From an optimization exercise on the open Yosys and OpenROAD flow, aimed at small area and a short achievable clock period; shortcuts taken in it are not production practice. No activity file was given, so power comes from the tool's default toggle rates.

Setup of maple:
## FIR
module FIR
#(
parameter data_in = 16,
parameter no_tap = 10
)
(
    input i_clk,
    input signed [data_in-1:0] i_serial_in ,
    input i_data_wr,
    output signed [2*data_in-1:0] o_data_out ,
    output o_data_rdy,
    input i_reset
    );
Size in the first run: ~240 flip-flops, ~52 I/O pins, ~8800 µm² of cells after synthesis.
==> module FIR, before the edit <==
module FIR
#(
parameter data_in = 16,
parameter no_tap = 10
)
(
    input i_clk,
    input signed [data_in-1:0] i_serial_in ,
    input i_data_wr,
    output signed [2*data_in-1:0] o_data_out ,
    output o_data_rdy,
    input i_reset
    );
    reg [15:0] r [0:8];
    reg [15:0] hold;
    reg [25:0] acc;          
    reg        cy;
    reg [25:0] out;
    reg        rdy;
    reg        wr;           
    reg        ld;           
    reg  [3:0] lab;          
    reg  [3:0] k;            
    reg [10:1] t;            
    reg        repl;         
    reg sA256, sA8, sAh, sAl, sB4n, sB4p, sBh, sB1;
    integer i;
    wire       wr_n  = !i_reset && i_data_wr && !wr;
    wire [3:0] lab_p = lab + 4'd1 + {3'd0, wr};
    wire [3:0] lab_n = (lab_p >= 4'd9) ? lab_p - 4'd9 : lab_p;
    wire [3:0] k_n   = wr ? 4'd1 : (k == 4'd11 ? 4'd11 : k + 4'd1);
    wire [10:1] t_n  = t | ({10{wr}} & {t[9:1], 1'b1});
    wire       rd_n  = (k_n != 4'd0) && (k_n <= 4'd9);    
    wire [3:0] age_n = (lab_n == 4'd0) ? 4'd9 : lab_n;     
    wire       rv_n  = rd_n && t_n[age_n + 4'd1];          
    wire       h_n   = rd_n && (age_n == 4'd1) && t_n[1];
    always @(posedge i_clk) begin
        wr   <= wr_n;
        ld   <= wr_n && t[1];
        rdy  <= !i_reset && wr;
        lab  <= i_reset ? 4'd0 : lab_n;
        k    <= k_n;
        t    <= i_reset ? 10'd0 : t_n;
        repl <= (lab_n == 4'd0) && (k_n >= 4'd2) && (k_n <= 4'd10);
        sA256<= rv_n && (age_n == 4'd3 || age_n == 4'd5 || age_n == 4'd9);
        sB4n <= rv_n && (age_n == 4'd3 || age_n == 4'd5 || age_n == 4'd9);
        sA8  <= rv_n && (age_n == 4'd4 || age_n == 4'd6);
        sB4p <= rv_n && (age_n == 4'd4 || age_n == 4'd6);
        sB1  <= rv_n && (age_n == 4'd7);
        sAl  <= rd_n && ((age_n == 4'd2 && t_n[4]) || (age_n == 4'd8 && t_n[10]));
        sAh  <= h_n;
        sBh  <= h_n;
    end
    always @(posedge i_clk) begin
        r[0] <= repl ? hold : r[8];
        for (i = 1; i < 9; i = i + 1) r[i] <= r[i-1];
        if (wr) hold <= i_serial_in;
    end
    wire [15:0] x  = r[8];
    wire [15:0] fx = {~x[15], x[14:0]};                
    wire [15:0] gx = {x[15], ~x[14:0]};                
    wire [15:0] fl = {~r[7][15], r[7][14:0]};
    wire [15:0] fh = {~hold[15], hold[14:0]};
    wire [25:0] laneA = (sA256 ? {2'd0, fx, 8'd0}  : 26'd0)
                      | (sA8   ? {7'd0, fx, 3'd0}  : 26'd0)
                      | (sAh   ? {7'd0, fh, 3'd0}  : 26'd0)
                      | (sAl   ? {10'd0, fl}       : 26'd0);
    wire [25:0] laneB = (sB4n  ? {8'd0, gx, 2'd0}  : 26'd0)
                      | (sB4p  ? {8'd0, fx, 2'd0}  : 26'd0)
                      | (sBh   ? {9'd0, fh, 1'd0}  : 26'd0)
                      | (sB1   ? {10'd0, fx}       : 26'd0);
    wire g3 = t[3], g4 = t[4], g5 = t[5], g6 = t[6], g7 = t[7], g9 = t[9];
    wire [25:0] cinit = {1'b1, !g5, !g3 || (g5 && !g9), 2'b11, !g6,
                         !g4 || (g6 && !g9), g9, !g3 || (g4 && !g5) || g6,
                         !g3 || g9, (g3 && !g7) || g9, 11'd0, g5,
                         (g3 && !g5) || g9, 2'b00};
    wire [25:0] a0 = wr ? cinit : acc;
    wire [25:0] ps = a0 ^ laneA ^ laneB;
    wire [25:0] pc = {(a0[24:0] & laneA[24:0]) | (a0[24:0] & laneB[24:0]) | (laneA[24:0] & laneB[24:0]), 1'b0};
    wire [13:0] lo = {1'b0, ps[12:0]} + {1'b0, pc[12:0]};
    wire [13:0] hc = {ps[25:13], 1'b1} + {pc[25:13], cy & !wr};
    wire [12:0] hi = hc[13:1];
    always @(posedge i_clk) begin
        acc <= {hi, lo[12:0]};
        cy  <= lo[13];
        if (i_reset) out <= 26'd0;
        else if (ld) out <= acc;
    end
    assign o_data_rdy = rdy;
    assign o_data_out = {{6{out[25]}}, out};
endmodule
Settings: LEC_CHECK=0, CAP_MARGIN=20, CORE_MARGIN=2, CORE_UTILIZATION=40, SLEW_MARGIN=20; clock period 10.0 ns.
standard.sh (not shown) runs the stock make flow with config.mk's settings and CLKGATE_MAP_FILE= SYNTH_SCRIPT=/design/flow/synth_recipe.tcl, a recipe that flattens the netlist after the stock synthesis.
==> flow/flow/run.sh <==
#!/bin/bash
# Standard ORFS layout (the standard.sh), with repair_timing asked to
# leave more setup slack than the default so it keeps improving the paths.
set -euo pipefail
bash standard.sh SETUP_SLACK_MARGIN=7  finish > make_finish.log 2>&1
For oak, these inputs were changed with respect to maple:
diff --git a/flow/design.v b/flow/design.v
--- a/flow/design.v
+++ b/flow/design.v
@@ -21,35 +21,35 @@
     reg        wr;           
     reg        ld;           
     reg  [3:0] lab;          
     reg  [3:0] k;            
-    reg [10:1] t;            
+    reg  [3:0] nv;           
     reg        repl;         
     reg sA256, sA8, sAh, sAl, sB4n, sB4p, sBh, sB1;
     integer i;
     wire       wr_n  = !i_reset && i_data_wr && !wr;
     wire [3:0] lab_p = lab + 4'd1 + {3'd0, wr};
     wire [3:0] lab_n = (lab_p >= 4'd9) ? lab_p - 4'd9 : lab_p;
     wire [3:0] k_n   = wr ? 4'd1 : (k == 4'd11 ? 4'd11 : k + 4'd1);
-    wire [10:1] t_n  = t | ({10{wr}} & {t[9:1], 1'b1});
+    wire [3:0] nv_n  = (wr && nv != 4'd10) ? nv + 4'd1 : nv;
     wire       rd_n  = (k_n != 4'd0) && (k_n <= 4'd9);    
     wire [3:0] age_n = (lab_n == 4'd0) ? 4'd9 : lab_n;     
-    wire       rv_n  = rd_n && t_n[age_n + 4'd1];          
-    wire       h_n   = rd_n && (age_n == 4'd1) && t_n[1];
+    wire       rv_n  = rd_n && (age_n < nv_n);             
+    wire       h_n   = rd_n && (age_n == 4'd1) && (nv_n != 4'd0);
     always @(posedge i_clk) begin
         wr   <= wr_n;
-        ld   <= wr_n && t[1];
+        ld   <= wr_n && (nv != 4'd0);
         rdy  <= !i_reset && wr;
         lab  <= i_reset ? 4'd0 : lab_n;
         k    <= k_n;
-        t    <= i_reset ? 10'd0 : t_n;
+        nv   <= i_reset ? 4'd0 : nv_n;
         repl <= (lab_n == 4'd0) && (k_n >= 4'd2) && (k_n <= 4'd10);
         sA256<= rv_n && (age_n == 4'd3 || age_n == 4'd5 || age_n == 4'd9);
         sB4n <= rv_n && (age_n == 4'd3 || age_n == 4'd5 || age_n == 4'd9);
         sA8  <= rv_n && (age_n == 4'd4 || age_n == 4'd6);
         sB4p <= rv_n && (age_n == 4'd4 || age_n == 4'd6);
         sB1  <= rv_n && (age_n == 4'd7);
-        sAl  <= rd_n && ((age_n == 4'd2 && t_n[4]) || (age_n == 4'd8 && t_n[10]));
+        sAl  <= rd_n && ((age_n == 4'd2 && nv_n >= 4'd4) || (age_n == 4'd8 && nv_n == 4'd10));
         sAh  <= h_n;
         sBh  <= h_n;
     end
     always @(posedge i_clk) begin
@@ -69,9 +69,10 @@
     wire [25:0] laneB = (sB4n  ? {8'd0, gx, 2'd0}  : 26'd0)
                       | (sB4p  ? {8'd0, fx, 2'd0}  : 26'd0)
                       | (sBh   ? {9'd0, fh, 1'd0}  : 26'd0)
                       | (sB1   ? {10'd0, fx}       : 26'd0);
-    wire g3 = t[3], g4 = t[4], g5 = t[5], g6 = t[6], g7 = t[7], g9 = t[9];
+    wire g3 = nv >= 4'd3, g4 = nv >= 4'd4, g5 = nv >= 4'd5;
+    wire g6 = nv >= 4'd6, g7 = nv >= 4'd7, g9 = nv >= 4'd9;
     wire [25:0] cinit = {1'b1, !g5, !g3 || (g5 && !g9), 2'b11, !g6,
                          !g4 || (g6 && !g9), g9, !g3 || (g4 && !g5) || g6,
                          !g3 || g9, (g3 && !g7) || g9, 11'd0, g5,
                          (g3 && !g5) || g9, 2'b00};
==> notes.md <==
Compare oak and maple | synthesized flop and latch total lower: oak
oak has register-to-register slack below what maple had.
On final hold slack, oak and maple are neck and neck.
Area growth from synthesis to final layout, oak and maple: higher on oak
oak — number of nets produced by synthesis 0.81% higher, maple as reference
Maximum fanout along the worst path: oak lower than maple
The final reports for oak and maple show fraction of area in registers lower in the former.
Changes observed in oak relative to maple: peak clock frequency supported by timing saw a decrease, non-clock buffer count increased about 6%, setup slack after layout dropped 0.19 ns.
Power: oak draws more than maple
Clock period minus worst slack ends up higher on oak.
Diff oak..maple | global-route usage | negligible
Function was not checked in any run of this note: the RTL went through the layout flow alone.

re-timing with driven ports:
No port has a modelled driver above. Below, the same layouts with a new extraction and two added sets of constraints. Step 1 assumes that a clkbuf_16 drives the clock port and a buf_2 every other input. Step 2 also shifts input and output timing later by t, the mid clock arrival at the registers, as if the neighbouring blocks saw the same clock. Three values: no drivers, after step 1, after step 2; two values: the first two.
run	t (ns)	slack for setup (ns)	worst hold slack (ns)	worst setup path at the end	latest minus earliest clock arrival (ns)
maple	0.557	6.944 / 6.899 / 6.719	0.318 / 0.318 / 0.318	input to register	0.013 / 0.013
oak	0.563	6.758 / 6.758 / 6.758	0.317 / 0.317 / 0.317	register to register	0.010 / 0.010
After both steps setup and hold are still met in every run listed. The setup slack of maple, which loses most, moves by -0.045 ns with the drivers and by -0.225 ns with both steps.
